This design comes from an exercise in tuning for small area and a short achievable clock period on the open sky130 flow, not from production work.
Where RTL was checked, it was by simulation tests only, not by an equivalence proof against the original.
Only the layout flow was run in run 1; the RTL was not checked for function there.

==> flow/design.v (outline; a module is shown in full before it is edited, if it fits) <==
// module IEEE754_Mult: 1106 lines
// module fa: 4 lines
module IEEE754_Mult
(
	input clock,
	input resetn,
	input [31:0] a,
	input [31:0] b,
	output [31:0] y
);
  // ...
==> flow/flow/run.sh <==
#!/bin/bash
set -euo pipefail
bash standard.sh SETUP_SLACK_MARGIN=7 TNS_END_PERCENT=1 "BUFFER_PORTS_ARGS=-buffer_cell sky130_fd_sc_hd__buf_2"  finish > standard.log 2>&1
==> flow/standard.sh <==
#!/bin/bash
# synth_recipe.tcl (not shown) runs the flow's synth.tcl, then flattens the netlist and writes it again
# the make line also repeats each setting of config.mk as NAME=value (left out here)
make -C /OpenROAD-flow-scripts/flow DESIGN_CONFIG=/design/flow/config.mk WORK_HOME=/design/flow/orfs CLKGATE_MAP_FILE= SYNTH_SCRIPT=/design/flow/synth_recipe.tcl "${@:-finish}"
==> flow/config.mk <==
export PLATFORM = sky130hd
export DESIGN_NAME = IEEE754_Mult
export DESIGN_NICKNAME = IEEE754_Mult
export VERILOG_FILES = /design/flow/design.v
export SDC_FILE = /design/flow/constraint.sdc
export NUM_CORES = 4
export LEC_CHECK = 0
export CAP_MARGIN = 20
export CORE_MARGIN = 2
export CORE_UTILIZATION = 40
export CTS_BUF_LIST = sky130_fd_sc_hd__clkbuf_8 sky130_fd_sc_hd__clkbuf_16
export SETUP_SLACK_MARGIN = 5
export SLEW_MARGIN = 20
export SYNTH_HIERARCHICAL = 1
==> flow/constraint.sdc <==
create_clock -name core_clock -period 11.0 [get_ports {clock}]
set_input_delay 2.2000 -clock core_clock [delete_from_list [all_inputs] [get_ports {clock}]]
set_output_delay 2.2000 -clock core_clock [all_outputs]
set_load 0.01 [all_outputs]
==> impl_metrics.ini, run 1 <==
[sta]
finalClockSkew_ns = 0.0129
rsz0062_at_grt = yes
finalCriticalPeriod_ns = 4.66

[layout]
stdcell_area_um2 = 17900
reg_top3 = ma (23), one (12), two (12)
dominant_cells = multi-input gates
nMultiInputCombCells = 1244
layout.non_clock_inverters = 78

[clocking]
post_cts_buffers = 12
root_buffer = clkbuf_16

[synth]
netlist_area_um2 = 16000
ys.flop_type = dfxtp_1
syn_nets = 1984
synth_enable_flop_cells = 0
yosys.area.top_type_share = 0.328

[floorplanning]
io_pins = 98
die_w_um = 204
die_area_um2 = 41500

[place]
dpl.hpwl_mm = 32.6

[status]
status = complete, no violations

[critical_path]
path_cells = a21o_4 > nand4_4 > a21oi_4 > buf_12 > xnor2_4 > mux2_4 > o221a_2 > buf_2
crit_slowest_cell = dfxtp_4
critPathCapture = y[7]

[routing]
ant_nets = 0
dr.first_iter.drc_count = 1041
==> inputs of run 2 (changes only) <==
--- a/flow/design.v
+++ b/flow/design.v
@@ -1062,45 +1062,50 @@
 		bg2 <= b2_s[5];
 		bp2 <= &({c885, c883, c881, c879, c877} ^ {s886, s884, s882, s880, s878});
 		bs3 <= b3_s[4:0];
 		bg3 <= b3_s[5];
 		bp3 <= &({c895, c893, c891, c889, c887} ^ {s896, s894, s892, s890, s888});
 		bs4 <= b4_s[4:0];
 	end
 	wire cb0 = c23;
-	wire r0_0 = bs0[0] ^ cb0;
-	wire r0_1 = bs0[1] ^ (cb0 & (&bs0[0:0]));
-	wire r0_2 = bs0[2] ^ (cb0 & (&bs0[1:0]));
-	wire r0_3 = bs0[3] ^ (cb0 & (&bs0[2:0]));
-	wire r0_4 = bs0[4] ^ (cb0 & (&bs0[3:0]));
+	wire [4:0] bi0 = bs0 + 5'd1;
+	wire r0_0 = cb0 ? bi0[0] : bs0[0];
+	wire r0_1 = cb0 ? bi0[1] : bs0[1];
+	wire r0_2 = cb0 ? bi0[2] : bs0[2];
+	wire r0_3 = cb0 ? bi0[3] : bs0[3];
+	wire r0_4 = cb0 ? bi0[4] : bs0[4];
 	wire cb1 = bg0 | (cb0 & bp0);
-	wire r1_0 = bs1[0] ^ cb1;
-	wire r1_1 = bs1[1] ^ (cb1 & (&bs1[0:0]));
-	wire r1_2 = bs1[2] ^ (cb1 & (&bs1[1:0]));
-	wire r1_3 = bs1[3] ^ (cb1 & (&bs1[2:0]));
-	wire r1_4 = bs1[4] ^ (cb1 & (&bs1[3:0]));
+	wire [4:0] bi1 = bs1 + 5'd1;
+	wire r1_0 = cb1 ? bi1[0] : bs1[0];
+	wire r1_1 = cb1 ? bi1[1] : bs1[1];
+	wire r1_2 = cb1 ? bi1[2] : bs1[2];
+	wire r1_3 = cb1 ? bi1[3] : bs1[3];
+	wire r1_4 = cb1 ? bi1[4] : bs1[4];
 	wire cb2 = bg1 | (cb1 & bp1);
-	wire r2_0 = bs2[0] ^ cb2;
-	wire r2_1 = bs2[1] ^ (cb2 & (&bs2[0:0]));
-	wire r2_2 = bs2[2] ^ (cb2 & (&bs2[1:0]));
-	wire r2_3 = bs2[3] ^ (cb2 & (&bs2[2:0]));
-	wire r2_4 = bs2[4] ^ (cb2 & (&bs2[3:0]));
+	wire [4:0] bi2 = bs2 + 5'd1;
+	wire r2_0 = cb2 ? bi2[0] : bs2[0];
+	wire r2_1 = cb2 ? bi2[1] : bs2[1];
+	wire r2_2 = cb2 ? bi2[2] : bs2[2];
+	wire r2_3 = cb2 ? bi2[3] : bs2[3];
+	wire r2_4 = cb2 ? bi2[4] : bs2[4];
 	wire cb3 = bg2 | (cb2 & bp2);
-	wire r3_0 = bs3[0] ^ cb3;
-	wire r3_1 = bs3[1] ^ (cb3 & (&bs3[0:0]));
-	wire r3_2 = bs3[2] ^ (cb3 & (&bs3[1:0]));
-	wire r3_3 = bs3[3] ^ (cb3 & (&bs3[2:0]));
-	wire r3_4 = bs3[4] ^ (cb3 & (&bs3[3:0]));
+	wire [4:0] bi3 = bs3 + 5'd1;
+	wire r3_0 = cb3 ? bi3[0] : bs3[0];
+	wire r3_1 = cb3 ? bi3[1] : bs3[1];
+	wire r3_2 = cb3 ? bi3[2] : bs3[2];
+	wire r3_3 = cb3 ? bi3[3] : bs3[3];
+	wire r3_4 = cb3 ? bi3[4] : bs3[4];
 	wire cb4 = bg3 | (cb3 & bp3);
-	wire r4_0 = bs4[0] ^ cb4;
-	wire r4_1 = bs4[1] ^ (cb4 & (&bs4[0:0]));
-	wire r4_2 = bs4[2] ^ (cb4 & (&bs4[1:0]));
-	wire r4_3 = bs4[3] ^ (cb4 & (&bs4[2:0]));
-	wire r4_4 = bs4[4] ^ (cb4 & (&bs4[3:0]));
+	wire [4:0] bi4 = bs4 + 5'd1;
+	wire r4_0 = cb4 ? bi4[0] : bs4[0];
+	wire r4_1 = cb4 ? bi4[1] : bs4[1];
+	wire r4_2 = cb4 ? bi4[2] : bs4[2];
+	wire r4_3 = cb4 ? bi4[3] : bs4[3];
+	wire r4_4 = cb4 ? bi4[4] : bs4[4];
 	wire [24:0] m2 = {r4_4, r4_3, r4_2, r4_1, r4_0, r3_4, r3_3, r3_2, r3_1, r3_0, r2_4, r2_3, r2_2, r2_1, r2_0, r1_4, r1_3, r1_2, r1_1, r1_0, r0_4, r0_3, r0_2, r0_1, r0_0};
 	wire [7:0]  e2p1 = e2 + 8'd1;
 	wire        sh = m2[24] & ~z2;
 	wire        nsh = ~m2[24] & ~z2;
 	wire [7:0]  ey = ({8{sh}} & e2p1) | ({8{nsh}} & e2);
 	wire [22:0] my = ({23{sh}} & m2[23:1]) | ({23{nsh}} & m2[22:0]);
 	assign y = {s2 & ~z2, ey, my};
 endmodule
==> impl_metrics.ini, run 2 <==
[global_routing]
grt_max_degree = 37
grt.total_usage = 0.240
grt_overflow = 0
grt_pass1_wl_mm = 77.2
antenna_found_initial = 1
grt_pass1_vias = 13600

[floorplanning]
die_area_um2 = 41500
io_pins = 98
num_rows = 73
die_w_um = 204
die_h_um = 204
coreArea_um2 = 39500
start_util = 0.404

[synth]
synth_warnings = 7
async_flop_share = 0
synth_area_leader_cell = fa_1
avgSynthCellArea_um2 = 10.1
netlist_instances = 1584
yosys.area.top_type_share = 0.328
yosysMostFrequentCell = xnor2_1
ys_ff_latch = 112
yosysSeqAreaShare = 0.140
yosysUniqueCellTypes = 55
synthTopCellsByArea = fa_1, xnor2_1, dfxtp_1, a22oi_1, ha_1
yosys-top-cells-count = xnor2_1, a22oi_1, fa_1
syn_nets = 1985
synth_enable_flop_cells = 0
ys.flop_type = dfxtp_1
netlist_area_um2 = 16000

[sta]
finalSetupViolCount = 0
setup_tns_ns = 0
finalClockSkew_ns = 0.0140
finalCriticalPeriod_ns = 4.57
max_freq_mhz = 219
tightestPinTransition_ns = 0.746
slew_viol_final = 0
holdWs_ns = 0.329
slew_headroom = 0.503
rsz0062_at_grt = yes
final.setup.worst_slack_ns = 6.43
min_period_over_period = 0.415
hold_violations = 0

[layout]
layout_commonest_cell = xnor2_1
diodes = 0
layout_common_cells = xnor2_1, fa_1, a22oi_1
stdcell_area_um2 = 18000
largest_register_ffs = 23
regMostFlops = ma
post_layout_nonfiller_instances = 2139
final_core_util = 0.454
final_nets = 2010
area_growth_syn_to_layout_pct = 12.4
layout-drive-gt1-share = 0.177
reg_top3 = ma (23), one (12), two (12)

[place]
gp_congestion = 0.921
placed_cells = 2106
dpl.hpwl_mm = 33.7
place_area_um2 = 17200
io_buffers = 97
dpl_worst_slack_ns = 5.99

[clocking]
root_buffer = clkbuf_16
worstSkewPairLatency_ns = 0.37
cts_made_buffers = 9
cts_tree = done
clk_pin_slew_worst_paths_ns = 0.08
htree_levels = 3
cts_hold_buf = 0
cts_sinks = 112
cts.path.max_buffers = 2

[critical_path]
cp_slowest_stage_delay_ns = 0.41
required_ns = 8.80
path_max_fanout = 5
start_kind = flip-flop
critPathArrivalTime_ns = 2.37
crit_slowest_cell = or4_4
crit_buf_inv = 2
worstSetupPathType = reg2out
end_kind = primary output
cp_top_family = simple AND/OR/NAND/NOR gates
path_cells = ha_4 > nand2_4 > nor4_4 > nor2_4 > xor2_4 > buf_6 > or4_4 > a21oi_2 > buf_2

[flow_run]
max_cap_violations = 0

[routing]
dr.first_iter.drc_count = 1175
ant_nets = 0
via_count = 12700
finalWirelength_mm = 50.0
wl_per_cell_um = 23.4
dr.pass1.iters = 6
remaining_drc_errors = 0
viasPerCell = 5.95

[status]
status = complete, no violations

[hold_path]
min_path_type = reg2reg
## run 2: kinds of logic (layout without fill, tap and decap cells)
kind of cell	count (synthesis)	after routing	share of synthesized area
simple gates	185	185	0.0609
flops	112	112	0.140
mux	6	6	0.00407
fa+ha+maj	336	336	0.386
compound gates	396	396	0.175
buf+inv	222	252	0.0530
xor+xnor	327	327	0.180
## run 2: layout make-up
class	instances	area (um2)
Fill cell	3708	21600
Multi-Input combinational cell	1250	13300
Sequential cell	112	2300
Timing Repair Buffer	165	1180
Tap cell	525	657
Inverter	71	267
Clock buffer	9	225
Clock inverter	7	80.1
## run 2: final timing paths
path / from / to / slack, ns / depth (start not counted)
max: bs4[1] / y[30] / 6.43 / 9
min: e1[3] / e2[3] / 0.33 / 0
max reg2reg: bo[6] / bg0 / 6.51 / 13
min reg2reg: e1[3] / e2[3] / 0.33 / 0
## run 2: metal layers
layer | global-route usage | up-vias | share of wire
met5 | 0 | - | 0
met4 | 0.0738 | 0 | 0.023
met3 | 0.0493 | 102 | 0.088
met2 | 0.392 | 712 | 0.47
met1 | 0.321 | 6412 | 0.42
li1 | - | 5495 | -
## run 2: modules after synthesis (local to each module, per instance)
module,cell area [um2],cells,flip-flops and latches,copies in the design
IEEE754_Mult,10800,1328,112,1
fa,20.0,1,0,256
## run 2: timing repair
| item | CTS | global route |
|---|---|---|
| resized for setup | 36 | 57 |
| gates cloned | 3 | 0 |
| pin swaps | 10 | 4 |
| setup buffers | 7 | 7 |
| setup endpoints to repair | 56 | 55 |
==> inputs of run 3 (changes only) <==
--- a/flow/config.mk
+++ b/flow/config.mk
@@ -9,4 +9,5 @@
 export CORE_MARGIN = 2
-export CORE_UTILIZATION = 40
+export CORE_UTILIZATION = 55
 export CTS_BUF_LIST = sky130_fd_sc_hd__clkbuf_8 sky130_fd_sc_hd__clkbuf_16
+export PLACE_DENSITY = 0.7
 export SETUP_SLACK_MARGIN = 5
==> impl_metrics.ini, run 3 <==
[routing]
finalWirelength_mm = 46.7
remaining_drc_errors = 0
dr.pass1.iters = 6
dr.first_iter.drc_count = 1366
viasPerCell = 6.54
ant_nets = 0
via_count = 13000
wl_per_cell_um = 23.5

[layout]
layout-drive-gt1-share = 0.166
diodes = 0
final_core_util = 0.611
regMostFlops = ma
layout_commonest_cell = xnor2_1
area_growth_syn_to_layout_pct = 9.52
nFillCells = 2330
regArea_um2 = 2290
reg_top3 = ma (23), one (12), two (12)
final_nets = 2000
stdcell_area_um2 = 17500
multi_input_area_um2 = 13200
largest_register_ffs = 23
layout_common_cells = xnor2_1, fa_1, a22oi_1

[sta]
holdWs_ns = 0.334
finalCriticalPeriod_ns = 4.58
finalClockSkew_ns = 0.0165
min_period_over_period = 0.416
tightestPinTransition_ns = 0.647
hold_violations = 0
rsz0062_at_grt = yes
slew_headroom = 0.569
setup_tns_ns = 0
slew_viol_final = 0
finalSetupViolCount = 0
max_freq_mhz = 218

[hold_path]
hold_depth = 0
hp-start = s1
holdPathEnd = s2
min_path_type = reg2reg

[synth]
ys_ff_latch = 112
yosysUniqueCellTypes = 55
async_flop_share = 0
yosysSeqAreaShare = 0.140
syn_nets = 1985
synthTopCellsByArea = fa_1, xnor2_1, dfxtp_1, a22oi_1, ha_1
yosys.area.top_type_share = 0.328
yosys-top-cells-count = xnor2_1, a22oi_1, fa_1
netlist_area_um2 = 16000
synth_area_leader_cell = fa_1
ys.flop_type = dfxtp_1
synth_warnings = 7
netlist_instances = 1584
yosysMostFrequentCell = xnor2_1
avgSynthCellArea_um2 = 10.1
synth_enable_flop_cells = 0

[place]
gp_congestion = 0.903
io_buffers = 97
dpl.hpwl_mm = 31.2
place_area_um2 = 17000

[clocking]
htree_levels = 3
cts.path.max_buffers = 2
worstSkewPairLatency_ns = 0.37
cts_made_buffers = 9
cts_sinks = 112
cts_tree = done
cts_hold_buf = 0
clk_pin_slew_worst_paths_ns = 0.09
root_buffer = clkbuf_16

[critical_path]
r2r_cells = 15
worstSetupPathType = reg2out
start_kind = flip-flop
required_ns = 8.80
crit_buf_inv = 3
crit_slowest_cell = dfxtp_4
cp_slowest_stage_delay_ns = 0.39
path_max_fanout = 6
rr_startpoint = two[7]
path_cells = a211oi_4 > nor4_2 > nor2_2 > xor2_2 > buf_12 > buf_6 > or3_1 > a21oi_1 > buf_2
ff2ff_setup_slack_ns = 6.43
cp_top_family = simple AND/OR/NAND/NOR gates
end_kind = primary output
critPathArrivalTime_ns = 2.38
r2r-end = bs2[4]

[floorplanning]
die_h_um = 174
die_area_um2 = 30400
io_pins = 98
die_w_um = 174
num_rows = 62
coreArea_um2 = 28600
start_util = 0.558

[global_routing]
grt_overflow = 0
antenna_found_initial = 0
grt_max_degree = 37
grt_pass1_vias = 13300
grt_pass1_wl_mm = 73.7
grt.total_usage = 0.310

[flow_run]
max_cap_violations = 0

[status]
status = complete, no violations
==> run 3: cell counts after synthesis <==
Identical to the previous run, type by type.
==> run 3: logic make-up (layout without fill, tap and decap cells) <==
kind of cell / Yosys count / in the layout / synth area share
flops: 112 / 112 / 0.140
compound gates: 396 / 396 / 0.175
xor+xnor: 327 / 327 / 0.180
buf+inv: 222 / 242 / 0.0530
simple gates: 185 / 185 / 0.0609
fa+ha+maj: 336 / 336 / 0.386
mux: 6 / 6 / 0.00407
==> run 3: area by class of cell <==
cell class / instances / area share
clock buffer: 9 / 0.0129
inverter: 71 / 0.0152
multi-input combinational: 1250 / 0.752
timing repair buffer: 155 / 0.0567
clock inverter: 7 / 0.00451
sequential: 112 / 0.131
tap: 384 / 0.0275
==> run 3: modules after synthesis (local to each module, per instance) <==
module,cells,copies in the design,flops+latches
IEEE754_Mult,1328,1,112
fa,1,256,0
==> run 3: per-layer routing <==
metal | global-route usage | share of wire | vias up
li1 | - | - | 5481
met1 | 0.409 | 0.39 | 6513
met2 | 0.502 | 0.46 | 850
met3 | 0.0669 | 0.11 | 150
met4 | 0.115 | 0.039 | 0
met5 | 0 | 0 | -
==> run 3: per-stage QoR <==
| stage | setup WS (ns) | std cells |
|---|---|---|
| after global routing | 6.32 | 1988 |
| after CTS | 6.42 | 1988 |
| after floorplan | 6.87 | 1584 |
| final | 6.42 | 1988 |
| after global placement | 6.13 | 1965 |
| after detailed placement | 6.08 | 1965 |
==> run 3: how the worst max path moves through the flow <==
stage | slack [ns] | cells past startpoint | from | to
global placement | 6.13 | 8 | c23 | y[30]
global route | 6.32 | 9 | bp0 | y[0]
detailed placement | 6.08 | 8 | c23 | y[30]
CTS | 6.42 | 9 | c23 | y[0]
floorplan | 6.87 | 15 | ma[10] | bg0
finish | 6.42 | 9 | c23 | y[28]
==> run 3: repair_timing <==
action                     CTS  global route
pin swaps                   10             0
setup endpoints to repair   55            55
resized for setup           29            12
cloned                       2             0
buffers inserted             5             0
==> inputs of run 4 (changes only) <==
==> flow/flow/run.sh (replaced) <==
#!/bin/bash
set -euo pipefail
bash standard.sh SETUP_SLACK_MARGIN=6.6 TNS_END_PERCENT=2 "BUFFER_PORTS_ARGS=-buffer_cell sky130_fd_sc_hd__buf_2"  finish > standard.log 2>&1
==> impl_metrics.ini, run 4 <==
[synth]
netlist_area_um2 = 16000
yosysSeqAreaShare = 0.140
avgSynthCellArea_um2 = 10.1
ys.flop_type = dfxtp_1
synth_warnings = 7
yosysUniqueCellTypes = 55
yosys.area.top_type_share = 0.328
yosys-top-cells-count = xnor2_1, a22oi_1, fa_1
syn_nets = 1985
synth_enable_flop_cells = 0
ys_ff_latch = 112
netlist_instances = 1584
synthTopCellsByArea = fa_1, xnor2_1, dfxtp_1, a22oi_1, ha_1
async_flop_share = 0
synth_area_leader_cell = fa_1
yosysMostFrequentCell = xnor2_1

[critical_path]
rr_startpoint = two[2]
startpoint = bg0
path_cells = a211oi_4 > buf_6 > nor4_4 > nor2_4 > xor2_4 > or4_4 > a21oi_2 > buf_2
path_max_fanout = 7
worstSetupPathType = reg2out
cp_slowest_stage_delay_ns = 0.57
crit_slowest_cell = or4_4
start_kind = flip-flop
critPathArrivalTime_ns = 2.50
required_ns = 8.80
end_kind = primary output
cp_top_family = simple AND/OR/NAND/NOR gates
crit_buf_inv = 2

[global_routing]
grt_util_met1 = 0.413
grt.total_usage = 0.312
grt_pass1_vias = 13300
grt_pass1_wl_mm = 73.7
busiest_layer = met2
grt_util_met2 = 0.496
grt_overflow = 0
grt_max_degree = 37
antenna_found_initial = 0
gr-usage-met3 = 0.0792

[sta]
finalSetupViolCount = 0
max_freq_mhz = 213
min_period_over_period = 0.428
hold_violations = 0
finalClockSkew_ns = 0.00970
setup_tns_ns = 0
finalCriticalPeriod_ns = 4.70
slew_headroom = 0.423
slew_viol_final = 0
tightestPinTransition_ns = 0.864
rsz0062_at_grt = yes

[layout]
reg_top3 = ma (23), one (12), two (12)
area_growth_syn_to_layout_pct = 9.46
layout-drive-gt1-share = 0.138
final_core_util = 0.611
post_layout_nonfiller_instances = 2000
largest_register_ffs = 23
nFillCells = 2359
layout_common_cells = xnor2_1, a22oi_1, fa_1
final_nets = 2012
stdcell_area_um2 = 17500
regMostFlops = ma
diodes = 0
layout_commonest_cell = xnor2_1

[routing]
viasPerCell = 6.42
finalWirelength_mm = 46.1
remaining_drc_errors = 0
ant_nets = 0
via_count = 12800
wl_per_cell_um = 23.0
dr.pass1.iters = 6
dr.first_iter.drc_count = 1324

[floorplanning]
die_area_um2 = 30400
io_pins = 98
die_w_um = 174
start_util = 0.558
die_h_um = 174
coreArea_um2 = 28600
num_rows = 62

[place]
gp_congestion = 0.895
placed_cells = 1965
io_buffers = 97
place_area_um2 = 16800
dpl.hpwl_mm = 31.0

[flow_run]
max_cap_violations = 0

[clocking]
cts_hold_buf = 0
cts.path.max_buffers = 2
cts_sinks = 112
cts_made_buffers = 9
root_buffer = clkbuf_16
cts_tree = done
worstSkewPairLatency_ns = 0.37
htree_levels = 3
clk_pin_slew_worst_paths_ns = 0.08

[hold_path]
min_path_type = reg2reg
hp-start = e1[1]

[status]
status = complete, no violations
[run 4: cell counts after synthesis]
No cell type changed its count.
[run 4: per-layer routing]
layer | vias up | part of all wire
met1 | 6463 | 0.39
li1 | 5506 | -
met4 | 0 | 0.027
met3 | 103 | 0.10
met2 | 759 | 0.47
met5 | - | 0
[run 4: worst paths after layout]
check	end	slack, ns	depth (start not counted)
worst min-delay path	e2[1]	0.33	0
worst max-delay path	y[30]	6.30	8
worst max register to register	bs1[4]	6.40	15
worst min register to register	e2[1]	0.33	0
[run 4: worst reg2reg max path: stages, from the launching register on]
cell	delay, ns
dfxtp_1	0.31
buf_4	0.31
a22oi_1	0.15
xnor2_1	0.34
fa_1	0.49
fa_1	0.51
fa_1	0.40
fa_1	0.43
fa_1	0.53
ha_1	0.18
inv_1	0.06
fa_1	0.40
inv_1	0.08
a21o_1	0.11
a21oi_1	0.07
xnor2_1	0.12
[run 4: repair_timing]
item / CTS / global route
pin swaps: 7 / 8
gates resized for setup: 38 / 33
buffers inserted: 11 / 6
setup endpoints to repair: 49 / 47
cloned: 1 / 1
[run 4: layout make-up]
| type | count | area (um2) | share of cell area |
|---|---|---|---|
| sequential | 112 | 2290 | 0.131 |
| clock buffer | 9 | 225 | 0.0129 |
| multi-input combinational | 1251 | 13000 | 0.744 |
| timing repair buffer | 166 | 1140 | 0.0654 |
| tap | 384 | 480 | 0.0275 |
| clock inverter | 7 | 80.1 | 0.00458 |
| inverter | 71 | 267 | 0.0152 |
[run 4: per-stage QoR]
stage               hold WS [ns]  setup WS, ns
finish                     0.327          6.30
global route               0.333          6.23
floorplan                  0.310          6.58
CTS                        0.331          6.36
detailed placement         0.312          5.96
global placement           0.312          5.85
[run 4: logic make-up (layout without fill, tap and decap cells)]
kind of cell	after synthesis	in the layout	synth area share
compound gates	396	396	0.175
xor+xnor	327	328	0.180
fa+ha+maj	336	336	0.386
buf+inv	222	253	0.0530
flops	112	112	0.140
mux	6	6	0.00407
simple gates	185	185	0.0609
[run 4: modules after synthesis (local to each module, per instance)]
module | flip-flops and latches | cell area, um2 | cells inside
IEEE754_Mult | 112 | 10800 | 1328
fa | 0 | 20.0 | 1
==> inputs of run 5 (changes only) <==
--- a/flow/config.mk
+++ b/flow/config.mk
@@ -9,5 +9,4 @@
 export CORE_MARGIN = 2
-export CORE_UTILIZATION = 55
+export CORE_UTILIZATION = 40
 export CTS_BUF_LIST = sky130_fd_sc_hd__clkbuf_8 sky130_fd_sc_hd__clkbuf_16
-export PLACE_DENSITY = 0.7
 export SETUP_SLACK_MARGIN = 5
==> impl_metrics.ini, run 5 <==
[status]
status = complete, no violations

[floorplanning]
die_w_um = 204
die_area_um2 = 41500
coreArea_um2 = 39500
die_h_um = 204
start_util = 0.404
num_rows = 73
io_pins = 98

[global_routing]
grt_pass1_wl_mm = 78.5
antenna_found_initial = 1
grt_overflow = 0
grt.total_usage = 0.246
grt_max_degree = 37
grt_pass1_vias = 13700

[critical_path]
required_ns = 8.80
ff2ff_setup_slack_ns = 6.48
cp_slowest_stage_delay_ns = 0.41
crit_slowest_cell = dfxtp_4
worstSetupPathType = reg2out
critPathArrivalTime_ns = 2.36
crit_buf_inv = 3
end_kind = primary output
start_kind = flip-flop
cp_top_family = simple AND/OR/NAND/NOR gates
path_max_fanout = 8
path_cells = a211oi_4 > nor4_2 > nor2_2 > xor2_2 > buf_12 > buf_4 > or2_2 > a21oi_1 > buf_2

[synth]
synth_compound_area_frac = 0.175
async_flop_share = 0
synthTopCellsByArea = fa_1, xnor2_1, dfxtp_1, a22oi_1, ha_1
yosysUniqueCellTypes = 55
yosys-top-cells-count = xnor2_1, a22oi_1, fa_1
yosysSeqAreaShare = 0.140
synth_enable_flop_cells = 0
netlist_instances = 1584
synth_area_leader_cell = fa_1
ys.flop_type = dfxtp_1
netlist_area_um2 = 16000
syn_nets = 1985
synth_warnings = 7
synth_top_family_by_area = adder cells
synthXorXnorAreaFrac = 0.180
avgSynthCellArea_um2 = 10.1
yosysMostFrequentCell = xnor2_1
yosys.area.top_type_share = 0.328
synthMuxAreaShare = 0.00407
yosys.area_share.adder = 0.386
synth-simple-area-share = 0.0609
ys_ff_latch = 112

[hold_path]
min_path_type = reg2reg

[layout]
final_nets = 2012
regArea_um2 = 2260
multi_input_area_um2 = 13000
largest_register_ffs = 23
post_layout_nonfiller_instances = 2141
reg_top3 = ma (23), one (12), two (12)
layout_common_cells = xnor2_1, a22oi_1, fa_1
diodes = 0
nFillCells = 3719
layout-drive-gt1-share = 0.136
layout_commonest_cell = xnor2_1
regMostFlops = ma
area_growth_syn_to_layout_pct = 11.0

[routing]
wl_per_cell_um = 23.6
via_count = 12700
dr.pass1.iters = 6
remaining_drc_errors = 0
finalWirelength_mm = 50.6
ant_nets = 0
viasPerCell = 5.93
dr.first_iter.drc_count = 1243

[clocking]
cts_tree = done
worstSkewPairLatency_ns = 0.38
cts_made_buffers = 9
cts_sinks = 112
htree_levels = 3
clk_pin_slew_worst_paths_ns = 0.10
root_buffer = clkbuf_16
cts.path.max_buffers = 2

[sta]
slew_headroom = 0.590
min_period_over_period = 0.415
finalSetupViolCount = 0
tightestPinTransition_ns = 0.615
setup_tns_ns = 0
hold_violations = 0
max_freq_mhz = 219
finalClockSkew_ns = 0.0175
slew_viol_final = 0
rsz0062_at_grt = yes
finalCriticalPeriod_ns = 4.56

[place]
gp_congestion = 0.907
dpl.hpwl_mm = 34.0
io_buffers = 97
placed_cells = 2116

[flow_run]
max_cap_violations = 0
run 5: cell counts after synthesis:
Identical to the previous run, type by type.
run 5: metrics by stage:
step / area (um2) / setup slack [ns] / utilization / hold WS [ns]
2_1_floorplan: 16000 / 6.58 / - / 0.310
3_3_place_gp: 17000 / 6.21 / 0.430 / 0.311
3_5_place_dp: 17000 / 6.16 / 0.430 / 0.313
4_1_cts: 17500 / 6.43 / 0.443 / 0.323
5_1_grt: 17700 / 6.31 / 0.448 / 0.325
6_report: 17700 / 6.44 / 0.448 / 0.318
run 5: per-module statistics from Yosys (local to each module, per instance):
module        cells inside  flops+latches  cell area [um2]
fa                       1              0             20.0
IEEE754_Mult          1328            112            10800
run 5: cell families (layout without fill, tap and decap cells):
logic type	count (synthesis)	after routing
fa+ha+maj	336	336
buf+inv	222	254
simple gates	185	185
xor+xnor	327	327
flops	112	112
compound gates	396	396
mux	6	6
run 5: per-layer routing:
| metal | routed length [um] | share of wire | track usage | vias up |
|---|---|---|---|---|
| li1 | - | - | - | 5512 |
| met1 | 21400 | 0.42 | 0.331 | 6478 |
| met2 | 23600 | 0.47 | 0.394 | 610 |
| met3 | 4460 | 0.088 | 0.0555 | 87 |
| met4 | 1100 | 0.022 | 0.0748 | 0 |
| met5 | 0 | 0 | 0.0107 | - |
run 5: worst reg2reg max path: stages (launching register included):
cell,delay [ns]
dfxtp_1,0.32
buf_4,0.45
xnor2_1,0.21
fa_1,0.63
fa_1,0.45
fa_1,0.40
fa_1,0.46
fa_1,0.50
ha_1,0.17
inv_1,0.06
fa_1,0.41
inv_1,0.07
a21o_1,0.10
a21oi_1,0.07
xnor2_1,0.12
run 5: area by class of cell:
cell class                      instances  share of cell area
Timing Repair Buffer                  167              0.0706
Clock buffer                            9              0.0127
Inverter                               71              0.0150
Clock inverter                          7             0.00522
Multi-Input combinational cell       1250               0.732
Tap cell                              525              0.0370
Sequential cell                       112               0.128
run 5: what timing repair did:
action	in CTS	in global routing
hold buffers	0	0
resized for setup	33	53
pin swaps	5	1
setup buffers	7	0
cloned	2	0
endpoints found under the setup margin	43	49
run 5: final timing paths:
check,from,depth (start not counted),to
max,c23,9,y[20]
min,e1[6],0,e2[6]
max reg2reg,bo[5],14,bs0[4]
min reg2reg,e1[6],0,e2[6]

==> separate check: timing with driven ports <==
The results above use ideal ports. As a check the final layouts listed here were re-extracted and re-timed, cells and wires unchanged.
Step 1: set_driving_cell puts a clkbuf_16 on clock and a buf_2 on each other input, an assumption about the parent block.
Step 2 times the ports against the registers' clock, not the clock port: input delays grow and output delays shrink by t, the midpoint of the rising clock arrivals with the driver on.
a / b / c = no drivers / after step 1 / after step 2; a / b = the first two.
| run | t, ns | slack for setup (ns) | worst slew at a driven data input, ns |
|---|---|---|---|
| run 1 | 0.426 | 6.345 / 6.297 / 6.451 | 0.03 |
| run 2 | 0.406 | 6.433 / 6.387 / 6.509 | 0.07 |
| run 3 | 0.405 | 6.419 / 6.373 / 6.430 | 0.03 |
| run 4 | 0.409 | 6.296 / 6.250 / 6.400 | 0.03 |
| run 5 | 0.412 | 6.437 / 6.394 / 6.475 | 0.06 |
After both steps every run listed still meets setup and hold.
